From an optimization exercise on the open Yosys and OpenROAD flow, aimed at small area, a short achievable clock period and few clock cycles per item; shortcuts taken in it are not production practice.
Function not checked in this run: the RTL went through the layout flow alone.
No activity file was given, so power comes from the tool's default toggle rates.

==> flow/design.v <==
module hyperbolic_exp_cordic (
    input rstn,
    input clk,
    input signed [NUM_W - 1:0] z0,
    input in_valid,
    output in_ready,
    output reg signed [NUM_W - 1:0] w,
    output reg out_valid,
    input out_ready
);
    localparam NUM_W = 16;
    wire adv = !out_valid || out_ready;
    assign in_ready = adv;
    reg v0;
    reg [15:0] z_0;
    reg [3:0] dc_0;   
    wire [14:0] s0_u = z0[14:0] ^ {15{z0[15]}};
    wire s0_e1 = (s0_u < 15'd9000);
    wire s0_e2 = (s0_e1 ? (s0_u < 15'd4815) : (s0_u < 15'd13185));
    wire s0_e3 = (s0_e1 ? (s0_e2 ? (s0_u < 15'd2756) : (s0_u < 15'd6874)) : (s0_e2 ? (s0_u < 15'd11126) : (s0_u < 15'd15244)));
    wire s0_e4 = (s0_e1 ? (s0_e2 ? (s0_e3 ? (s0_u < 15'd1731) : (s0_u < 15'd3781)) : (s0_e3 ? (s0_u < 15'd5849) : (s0_u < 15'd7899))) : (s0_e2 ? (s0_e3 ? (s0_u < 15'd10101) : (s0_u < 15'd12151)) : (s0_e3 ? (s0_u < 15'd14219) : (s0_u < 15'd16269))));
    always @(posedge clk) if (!rstn) v0 <= 1'b0; else if (adv) v0 <= in_valid;
    always @(posedge clk) if (adv) begin z_0 <= z0; dc_0 <= {s0_e4, s0_e3, s0_e2, s0_e1} ^ {4{z0[15]}}; end
    reg v1;
    reg [4:0] d_1;    
    reg [8:0] y_1;    
    reg ok_1, sg_1;
    wire [15:0] s1_c = (dc_0[3] ? (dc_0[2] ? (dc_0[1] ? (dc_0[0] ? (z_0[15] ? 16'd18318 : 16'd318) : (z_0[15] ? 16'd9948 : 16'd57484)) : (dc_0[0] ? (z_0[15] ? 16'd14200 : 16'd61736) : (z_0[15] ? 16'd5830 : 16'd53366))) : (dc_0[1] ? (dc_0[0] ? (z_0[15] ? 16'd16268 : 16'd63804) : (z_0[15] ? 16'd7898 : 16'd55434)) : (dc_0[0] ? (z_0[15] ? 16'd12150 : 16'd59686) : (z_0[15] ? 16'd3780 : 16'd51316)))) : (dc_0[2] ? (dc_0[1] ? (dc_0[0] ? (z_0[15] ? 16'd16268 : 16'd63804) : (z_0[15] ? 16'd7898 : 16'd55434)) : (dc_0[0] ? (z_0[15] ? 16'd12150 : 16'd59686) : (z_0[15] ? 16'd3780 : 16'd51316))) : (dc_0[1] ? (dc_0[0] ? (z_0[15] ? 16'd14218 : 16'd61754) : (z_0[15] ? 16'd5848 : 16'd53384)) : (dc_0[0] ? (z_0[15] ? 16'd10100 : 16'd57636) : (z_0[15] ? 16'd1730 : 16'd49266)))));
    wire [15:0] s1_y = z_0 + s1_c;
    wire s1_ok = ~|s1_y[15:11];
    always @(posedge clk) if (!rstn) v1 <= 1'b0; else if (adv) v1 <= v0;
    always @(posedge clk) if (adv) begin
        d_1 <= {dc_0, z_0[15]};
        y_1 <= s1_y[9:1];
        ok_1 <= s1_ok;
        sg_1 <= s1_ok ? ~s1_y[10] : s1_y[15];
    end
    reg v2;
    reg [15:0] w_2;
    reg [7:0] d_2;   
    wire [10:0] s2_d = ok_1 ? {y_1[0], ~y_1[0], ~y_1[1], ~y_1[2], ~y_1[3], ~y_1[4], ~y_1[5], ~y_1[6], ~y_1[7], ~y_1[8], sg_1} : {11{sg_1}};   
    wire [15:0] s2_w = (s2_d[2] ? (s2_d[1] ? (s2_d[0] ? (d_1[4] ? (d_1[3] ? (d_1[2] ? (d_1[1] ? (d_1[0] ? 16'd5401 : 16'd16197) : (d_1[0] ? 16'd9000 : 16'd26996)) : (d_1[1] ? (d_1[0] ? 16'd6942 : 16'd20825) : (d_1[0] ? 16'd11568 : 16'd34704))) : (d_1[2] ? (d_1[1] ? (d_1[0] ? 16'd6119 : 16'd18356) : (d_1[0] ? 16'd10199 : 16'd30593)) : (d_1[1] ? (d_1[0] ? 16'd7868 : 16'd23600) : (d_1[0] ? 16'd13111 : 16'd39331)))) : (d_1[3] ? (d_1[2] ? (d_1[1] ? (d_1[0] ? 16'd6120 : 16'd18356) : (d_1[0] ? 16'd10199 : 16'd30593)) : (d_1[1] ? (d_1[0] ? 16'd7869 : 16'd23601) : (d_1[0] ? 16'd13111 : 16'd39331))) : (d_1[2] ? (d_1[1] ? (d_1[0] ? 16'd6935 : 16'd20803) : (d_1[0] ? 16'd11558 : 16'd34671)) : (d_1[1] ? (d_1[0] ? 16'd8915 : 16'd26745) : (d_1[0] ? 16'd14859 : 16'd44575))))) : (d_1[4] ? (d_1[3] ? (d_1[2] ? (d_1[1] ? (d_1[0] ? 16'd5749 : 16'd17241) : (d_1[0] ? 16'd9579 : 16'd28736)) : (d_1[1] ? (d_1[0] ? 16'd7389 : 16'd22167) : (d_1[0] ? 16'd12315 : 16'd36943))) : (d_1[2] ? (d_1[1] ? (d_1[0] ? 16'd6513 : 16'd19540) : (d_1[0] ? 16'd10856 : 16'd32566)) : (d_1[1] ? (d_1[0] ? 16'd8374 : 16'd25122) : (d_1[0] ? 16'd13957 : 16'd41869)))) : (d_1[3] ? (d_1[2] ? (d_1[1] ? (d_1[0] ? 16'd6514 : 16'd19540) : (d_1[0] ? 16'd10856 : 16'd32566)) : (d_1[1] ? (d_1[0] ? 16'd8375 : 16'd25123) : (d_1[0] ? 16'd13957 : 16'd41869))) : (d_1[2] ? (d_1[1] ? (d_1[0] ? 16'd7381 : 16'd22144) : (d_1[0] ? 16'd12303 : 16'd36907)) : (d_1[1] ? (d_1[0] ? 16'd9490 : 16'd28469) : (d_1[0] ? 16'd15815 : 16'd47450)))))) : (s2_d[0] ? (d_1[4] ? (d_1[3] ? (d_1[2] ? (d_1[1] ? (d_1[0] ? 16'd5572 : 16'd16711) : (d_1[0] ? 16'd9283 : 16'd27851)) : (d_1[1] ? (d_1[0] ? 16'd7162 : 16'd21485) : (d_1[0] ? 16'd11936 : 16'd35806))) : (d_1[2] ? (d_1[1] ? (d_1[0] ? 16'd6312 : 16'd18937) : (d_1[0] ? 16'd10523 : 16'd31563)) : (d_1[1] ? (d_1[0] ? 16'd8116 : 16'd24348) : (d_1[0] ? 16'd13526 : 16'd40579)))) : (d_1[3] ? (d_1[2] ? (d_1[1] ? (d_1[0] ? 16'd6313 : 16'd18937) : (d_1[0] ? 16'd10523 : 16'd31563)) : (d_1[1] ? (d_1[0] ? 16'd8117 : 16'd24349) : (d_1[0] ? 16'd13526 : 16'd40579))) : (d_1[2] ? (d_1[1] ? (d_1[0] ? 16'd7153 : 16'd21462) : (d_1[0] ? 16'd11924 : 16'd35770)) : (d_1[1] ? (d_1[0] ? 16'd9197 : 16'd27592) : (d_1[0] ? 16'd15329 : 16'd45989))))) : (d_1[4] ? (d_1[3] ? (d_1[2] ? (d_1[1] ? (d_1[0] ? 16'd5930 : 16'd17786) : (d_1[0] ? 16'd9883 : 16'd29647)) : (d_1[1] ? (d_1[0] ? 16'd7623 : 16'd22869) : (d_1[0] ? 16'd12705 : 16'd38115))) : (d_1[2] ? (d_1[1] ? (d_1[0] ? 16'd6720 : 16'd20159) : (d_1[0] ? 16'd11199 : 16'd33598)) : (d_1[1] ? (d_1[0] ? 16'd8637 : 16'd25917) : (d_1[0] ? 16'd14399 : 16'd43196)))) : (d_1[3] ? (d_1[2] ? (d_1[1] ? (d_1[0] ? 16'd6721 : 16'd20159) : (d_1[0] ? 16'd11199 : 16'd33598)) : (d_1[1] ? (d_1[0] ? 16'd8638 : 16'd25918) : (d_1[0] ? 16'd14399 : 16'd43196))) : (d_1[2] ? (d_1[1] ? (d_1[0] ? 16'd7616 : 16'd22847) : (d_1[0] ? 16'd12692 : 16'd38078)) : (d_1[1] ? (d_1[0] ? 16'd9789 : 16'd29372) : (d_1[0] ? 16'd16317 : 16'd48956))))))) : (s2_d[1] ? (s2_d[0] ? (d_1[4] ? (d_1[3] ? (d_1[2] ? (d_1[1] ? (d_1[0] ? 16'd5485 : 16'd16451) : (d_1[0] ? 16'd9140 : 16'd27420)) : (d_1[1] ? (d_1[0] ? 16'd7050 : 16'd21151) : (d_1[0] ? 16'd11750 : 16'd35250))) : (d_1[2] ? (d_1[1] ? (d_1[0] ? 16'd6215 : 16'd18644) : (d_1[0] ? 16'd10359 : 16'd31073)) : (d_1[1] ? (d_1[0] ? 16'd7990 : 16'd23970) : (d_1[0] ? 16'd13317 : 16'd39949)))) : (d_1[3] ? (d_1[2] ? (d_1[1] ? (d_1[0] ? 16'd6216 : 16'd18644) : (d_1[0] ? 16'd10359 : 16'd31073)) : (d_1[1] ? (d_1[0] ? 16'd7991 : 16'd23971) : (d_1[0] ? 16'd13317 : 16'd39949))) : (d_1[2] ? (d_1[1] ? (d_1[0] ? 16'd7043 : 16'd21129) : (d_1[0] ? 16'd11740 : 16'd35215)) : (d_1[1] ? (d_1[0] ? 16'd9055 : 16'd27165) : (d_1[0] ? 16'd15091 : 16'd45275))))) : (d_1[4] ? (d_1[3] ? (d_1[2] ? (d_1[1] ? (d_1[0] ? 16'd5839 : 16'd17511) : (d_1[0] ? 16'd9729 : 16'd29188)) : (d_1[1] ? (d_1[0] ? 16'd7505 : 16'd22515) : (d_1[0] ? 16'd12507 : 16'd37523))) : (d_1[2] ? (d_1[1] ? (d_1[0] ? 16'd6615 : 16'd19846) : (d_1[0] ? 16'd11026 : 16'd33078)) : (d_1[1] ? (d_1[0] ? 16'd8504 : 16'd25516) : (d_1[0] ? 16'd14175 : 16'd42527)))) : (d_1[3] ? (d_1[2] ? (d_1[1] ? (d_1[0] ? 16'd6616 : 16'd19846) : (d_1[0] ? 16'd11026 : 16'd33078)) : (d_1[1] ? (d_1[0] ? 16'd8505 : 16'd25517) : (d_1[0] ? 16'd14175 : 16'd42527))) : (d_1[2] ? (d_1[1] ? (d_1[0] ? 16'd7497 : 16'd22492) : (d_1[0] ? 16'd12495 : 16'd37487)) : (d_1[1] ? (d_1[0] ? 16'd9638 : 16'd28917) : (d_1[0] ? 16'd16063 : 16'd48196)))))) : (s2_d[0] ? (d_1[4] ? (d_1[3] ? (d_1[2] ? (d_1[1] ? (d_1[0] ? 16'd5658 : 16'd16973) : (d_1[0] ? 16'd9429 : 16'd28289)) : (d_1[1] ? (d_1[0] ? 16'd7274 : 16'd21823) : (d_1[0] ? 16'd12122 : 16'd36368))) : (d_1[2] ? (d_1[1] ? (d_1[0] ? 16'd6410 : 16'd19235) : (d_1[0] ? 16'd10687 : 16'd32059)) : (d_1[1] ? (d_1[0] ? 16'd8242 : 16'd24730) : (d_1[0] ? 16'd13738 : 16'd41217)))) : (d_1[3] ? (d_1[2] ? (d_1[1] ? (d_1[0] ? 16'd6411 : 16'd19235) : (d_1[0] ? 16'd10687 : 16'd32059)) : (d_1[1] ? (d_1[0] ? 16'd8243 : 16'd24731) : (d_1[0] ? 16'd13738 : 16'd41217))) : (d_1[2] ? (d_1[1] ? (d_1[0] ? 16'd7265 : 16'd21798) : (d_1[0] ? 16'd12110 : 16'd36332)) : (d_1[1] ? (d_1[0] ? 16'd9341 : 16'd28026) : (d_1[0] ? 16'd15569 : 16'd46713))))) : (d_1[4] ? (d_1[3] ? (d_1[2] ? (d_1[1] ? (d_1[0] ? 16'd6022 : 16'd18066) : (d_1[0] ? 16'd10037 : 16'd30113)) : (d_1[1] ? (d_1[0] ? 16'd7743 : 16'd23229) : (d_1[0] ? 16'd12905 : 16'd38715))) : (d_1[2] ? (d_1[1] ? (d_1[0] ? 16'd6824 : 16'd20475) : (d_1[0] ? 16'd11375 : 16'd34126)) : (d_1[1] ? (d_1[0] ? 16'd8773 : 16'd26325) : (d_1[0] ? 16'd14625 : 16'd43876)))) : (d_1[3] ? (d_1[2] ? (d_1[1] ? (d_1[0] ? 16'd6825 : 16'd20475) : (d_1[0] ? 16'd11375 : 16'd34126)) : (d_1[1] ? (d_1[0] ? 16'd8774 : 16'd26326) : (d_1[0] ? 16'd14625 : 16'd43876))) : (d_1[2] ? (d_1[1] ? (d_1[0] ? 16'd7734 : 16'd23205) : (d_1[0] ? 16'd12890 : 16'd38676)) : (d_1[1] ? (d_1[0] ? 16'd9943 : 16'd29834) : (d_1[0] ? 16'd16573 : 16'd49726))))))));
    always @(posedge clk) if (!rstn) v2 <= 1'b0; else if (adv) v2 <= v1;
    always @(posedge clk) if (adv) begin w_2 <= s2_w; d_2 <= s2_d[10:3]; end
    reg v3;
    reg [15:0] w_3;
    reg [6:0] d_3;
    always @(posedge clk) if (!rstn) v3 <= 1'b0; else if (adv) v3 <= v2;
    always @(posedge clk) if (adv) begin w_3 <= w_2 + ({16{d_2[0]}} ^ (w_2 >> 8)) + d_2[0]; d_3 <= d_2[7:1]; end
    reg v4;
    reg [15:0] w_4;
    reg [5:0] d_4;
    always @(posedge clk) if (!rstn) v4 <= 1'b0; else if (adv) v4 <= v3;
    always @(posedge clk) if (adv) begin w_4 <= w_3 + ({16{d_3[0]}} ^ (w_3 >> 9)) + d_3[0]; d_4 <= d_3[6:1]; end
    reg v5;
    reg [15:0] w_5;
    reg [4:0] d_5;
    always @(posedge clk) if (!rstn) v5 <= 1'b0; else if (adv) v5 <= v4;
    always @(posedge clk) if (adv) begin w_5 <= w_4 + ({16{d_4[0]}} ^ (w_4 >> 10)) + d_4[0]; d_5 <= d_4[5:1]; end
    reg v6;
    reg [15:0] w_6;
    reg [3:0] d_6;
    always @(posedge clk) if (!rstn) v6 <= 1'b0; else if (adv) v6 <= v5;
    always @(posedge clk) if (adv) begin w_6 <= w_5 + ({16{d_5[0]}} ^ (w_5 >> 11)) + d_5[0]; d_6 <= d_5[4:1]; end
    reg v7;
    reg [15:0] w_7;
    reg [2:0] d_7;
    always @(posedge clk) if (!rstn) v7 <= 1'b0; else if (adv) v7 <= v6;
    always @(posedge clk) if (adv) begin w_7 <= w_6 + ({16{d_6[0]}} ^ (w_6 >> 12)) + d_6[0]; d_7 <= d_6[3:1]; end
    reg v8;
    reg [15:0] w_8;
    reg [1:0] d_8;
    always @(posedge clk) if (!rstn) v8 <= 1'b0; else if (adv) v8 <= v7;
    always @(posedge clk) if (adv) begin w_8 <= w_7 + ({16{d_7[0]}} ^ (w_7 >> 13)) + d_7[0]; d_8 <= d_7[2:1]; end
    reg v9;
    reg [15:0] w_9;
    reg [0:0] d_9;
    always @(posedge clk) if (!rstn) v9 <= 1'b0; else if (adv) v9 <= v8;
    always @(posedge clk) if (adv) begin w_9 <= w_8 + ({16{d_8[0]}} ^ (w_8 >> 13)) + d_8[0]; d_9 <= d_8[1:1]; end
    always @(posedge clk) if (!rstn) out_valid <= 1'b0; else if (adv) out_valid <= v9;
    always @(posedge clk) if (adv) w <= w_9 + ({16{d_9[0]}} ^ (w_9 >> 14)) + d_9[0];
endmodule
==> flow/run.sh <==
#!/bin/bash
# synth_recipe.tcl (not shown) runs the flow's synth.tcl, then flattens the netlist and writes it again
# the make line also repeats each setting of config.mk as NAME=value (left out here)
make -C /OpenROAD-flow-scripts/flow DESIGN_CONFIG=/design/flow/config.mk WORK_HOME=/design/flow/orfs CLKGATE_MAP_FILE= SYNTH_SCRIPT=/design/flow/synth_recipe.tcl finish
==> flow/config.mk <==
export PLATFORM = sky130hd
export DESIGN_NAME = hyperbolic_exp_cordic
export DESIGN_NICKNAME = hyperbolic_exp_cordic
export VERILOG_FILES = /design/flow/design.v
export SDC_FILE = /design/flow/constraint.sdc
export NUM_CORES = 4
export LEC_CHECK = 0
export ABC_AREA = 1
export CAP_MARGIN = 20
export CORE_MARGIN = 2
export CORE_UTILIZATION = 40
export CTS_CLUSTER_DIAMETER = 100
export CTS_CLUSTER_SIZE = 30
export SETUP_SLACK_MARGIN = 2.5
export SLEW_MARGIN = 20
==> flow/constraint.sdc <==
create_clock -name core_clock -period 5.5 [get_ports {clk}]
set_input_delay 1.1000 -clock core_clock [delete_from_list [all_inputs] [get_ports {clk}]]
set_output_delay 1.1000 -clock core_clock [all_outputs]
set_load 0.01 [all_outputs]
==> impl_results.md <==
* Status: no timing/DRC/antenna violations
* WL per Instance at 19.8 um
* Mapped Avg Cell Area at 8.18 um^2
* Nature of the critical path startpoint: register
* Cells after Synth at 2177
* Via count at 16000
* Area contributors post-synth: edfxtp_1, ha_1, nand2_1
* Slew headroom at 20.2%
* Sw Share at 48.1%
* Die Footprint at 46200 um^2
* Initial antenna violation count at 2
* Routed Antenna Nets at 0
* Filler cell count at 4439
* Crit Path Category: reg2reg
* Clock latency on the worst-skew pair at 0.50 ns
* GRT Util Overall at 23.9%
* CP dominant cell by count: nand2_1
* Sequential cell area fraction in the yosys report at 37.5%
* NetSw at 7.27 mW
* Total wire length at 56400 um
* Syn Nets at 2360
* Final nets at 2426
* Row Count at 77
* DRC at 0
* Synthesized cell area at 17800 um^2
* Max Slew Vio Count at 0
* Ys async rst share at 0%
* CP Data Required Time at 5.77 ns
* Highest clock rate at 338 MHz
* Synth area leader: edfxtp_1
* Top_reg_cell synth: edfxtp_1
* Reg clk slew, reported paths at 0.10 ns
* Crit path time final at 2.96 ns
* Worst-path fanout max at 11
* Total I/O pin count at 38
* Proportion of layout cells with a drive suffix above 1 at 8.80%
* Crit path DAT at 3.23 ns
* Period utilization at 53.7%
* Gr ovfl total at 0
* Worst VDD drop at 0.000322 V
* Starting Density at 40.4%
* Post-DP HPWL at 41800 um
* Setup TNS at 0 ns
* Worst hold margin at 0.419 ns
* Most frequent cell after synthesis: nand2_1
* Seq cells post-synth at 226
* CP max stage cell: a32oi_1
* Area Overhead vs Synth at 11.9%
* Post-synth EDFFs at 215
* Core area at 44100 um^2
* Least-Margin Pin Slew at 1.20 ns
* Number of max-cap violations at 0
* Vias in the first global route at 15500
* Total internal power at 7.83 mW
* Yosys Warn Count at 1
* Layout Skew at 0.0243 ns
* RSZ-0062 raised after global routing: yes
* Static Leak at 8.83 nW
* Sequential power share at 25.4%
* GP Congestion at 1.02
* First-pass GRT wire length at 87000 um
* Distinct cells, synth at 55
* Routed vias/inst at 5.62
* Clock tree from TritonCTS: yes
* Share of total power in the clock network at 7.6%
* Final setup vio count at 0
* HP Class: reg2reg
* Cts bufs inserted at 13
* Top cells by count, synth: nand2_1, edfxtp_1, inv_1
* Setup crit end kind: register
* Die span in x at 215 um
* Clock root buffer: clkbuf_16
* # clock sinks at 226
* Max incr delay on CP at 0.42 ns
* Drt first pass iters at 6
* Cell breakdown of the critical path: buf_6 -> clkinvlp_4 -> buf_12 -> ha_1 -> nand2_1 -> nand2_1 -> nor2_1 -> o21ai_0 -> o2111ai_1 -> nand3_1 -> a32oi_1
* Pwr dens at 757 nW/um^2
* Comb power frac at 67.0%
* Number of H-tree levels at 1
* CTS Hold Bufs at 0
* Drt initial violations at 1456
* Largest net degree at the start of global routing at 196
* Synth top area share at 36.2%
* IO Port Bufs at 37
* Clock buffer depth at 3
* Die Ht at 215 um
* Final Hold Viols at 0
## repair_timing
action | 4_1_cts | 5_1_grt
buffers inserted | 23 | 23
pin swaps | 2 | 9
endpoints found under the setup margin | 32 | 33
hold endpoints to repair | 0 | 0
gates cloned | 1 | 0
resized for setup | 34 | 60
## final timing paths
kind | slack [ns] | start | endpoint | depth (start not counted)
worst max-delay path | 2.54 | d_1[0]$_DFFE_PP_ | w_2[1]$_DFFE_PP_ | 11
worst min-delay path | 0.42 | d_4[2]$_DFFE_PP_ | d_5[1]$_DFFE_PP_ | 0
worst max register to register | 2.54 | d_1[0]$_DFFE_PP_ | w_2[1]$_DFFE_PP_ | 11
worst min register to register | 0.42 | d_4[2]$_DFFE_PP_ | d_5[1]$_DFFE_PP_ | 0
## routing by layer
layer  vias up  wire length, um  track usage [%]
met1      7418            24200             31.2
met5         -               13                0
met4         2             3170             12.6
met3       182             4020             3.95
met2       642            25000             38.1
li1       7721                -                -
## placed cells by master, fill, tap and decap left out, types with 5 or more instances in the layout
master and count:
nand2_1 450, buf_4 66, nor2_1 179, fa_1 6
ha_1 149, a221oi_1 5, dfxtp_1 11, nand4_1 9
inv_1 201, a31oi_1 21, xnor2_1 39, dlymetal6s2s_1 6
nor2_4 10, o21a_1 6, nor4_1 5, o221ai_1 12
clkdlybuf4s50_1 29, o31ai_1 11, o21ai_1 17, nor3_1 17
or2_2 6, a211oi_1 14, o211ai_1 30, o2111ai_1 9
nand2_2 28, nor2_2 15, a21boi_0 7, a21oi_1 165
o311ai_0 14, nand3_1 115, a21o_1 13, o21ai_0 140
edfxtp_1 215, o21bai_1 8, clkbuf_16 13, xor2_1 115
inv_2 10, o22ai_1 13
## registers in the layout, indices dropped and copies added (netlist names), 5 cells and up
name  count
d_1       5
d_2       8
d_3       7
d_4       6
d_5       5
w        16
w_2      16
w_3      16
w_4      16
w_5      16
w_6      16
w_7      16
w_8      16
w_9      16
y_1       9
z_0      15
## worst max-delay path, delay by kind of cell (launching register included)
family	cells	cell delay, ns
AO/OA/AOI/OAI	3	0.75
adder cells (fa/ha/maj)	1	0.28
buffers and inverters	3	0.52
flip-flops	1	0.35
AND/OR/NAND/NOR	4	0.81
## final cells by class
cell class | instances | area, um^2 | area share [%]
sequential | 226 | 6680 | 33.5
multi-input combinational | 1677 | 10300 | 51.5
inverter | 217 | 843 | 4.23
clock inverter | 7 | 120 | 0.603
clock buffer | 15 | 333 | 1.67
timing repair inverter | 1 | 6.26 | 0.0314
tap | 592 | 741 | 3.72
antenna | 1 | 2.50 | 0.0126
timing repair buffer | 107 | 948 | 4.76
## through the flow
stage               std cells  total power, mW  utilization [%]  cell area (um^2)  worst slack, ns
floorplan                2177             10.8                -             17800             2.52
global route             2842             16.4             45.2             19900             2.48
CTS                      2819             14.8             44.3             19600             2.29
finish                   2843             15.1             45.2             19900             2.54
detailed placement       2773             13.5             42.7             18900             1.47
global placement         2773             13.5             42.7             18900             1.50
## power groups by stage
stage	logic, mW	clock network [mW]	registers [mW]
2_1_floorplan	6.98	0	3.85
4_1_cts	9.77	1.19	3.89
3_5_place_dp	9.51	0	3.98
5_1_grt	11.3	1.24	3.94
6_report	10.1	1.14	3.84
3_3_place_gp	9.52	0	3.97
## cell families after synthesis
kind of cell               synth area share, %
AOI/OAI and AO/OA                         17.3
and+or+nand+nor                           19.7
buffers and inverters                     6.10
DFF                                       37.5
adders and majority gates                 11.8
xor gates and xnor gates                  7.62

port drivers added, routing unchanged:
No port has a modelled driver above. Below, the same layout with a new extraction and two added sets of constraints. Step 1: set_driving_cell puts a clkbuf_16 on clk and a buf_2 on each other input, an assumption about the parent block. Step 2 also shifts input and output timing later by t, the mid clock arrival at the registers, as if the neighbouring blocks saw the same clock. Three values: ideal, step 1, step 2; two values: the first two.
shift t [ns]: 0.547
slack for setup (ns): 2.545 / 2.545 / 2.144
worst setup path at the end: input to register
clock arrival spread, ns: 0.036 / 0.035
pins driven straight from the clock port: 1
After both steps setup and hold are still met in this run. The setup slack of this run moves by 0.000 ns with the drivers and by -0.401 ns with both steps.
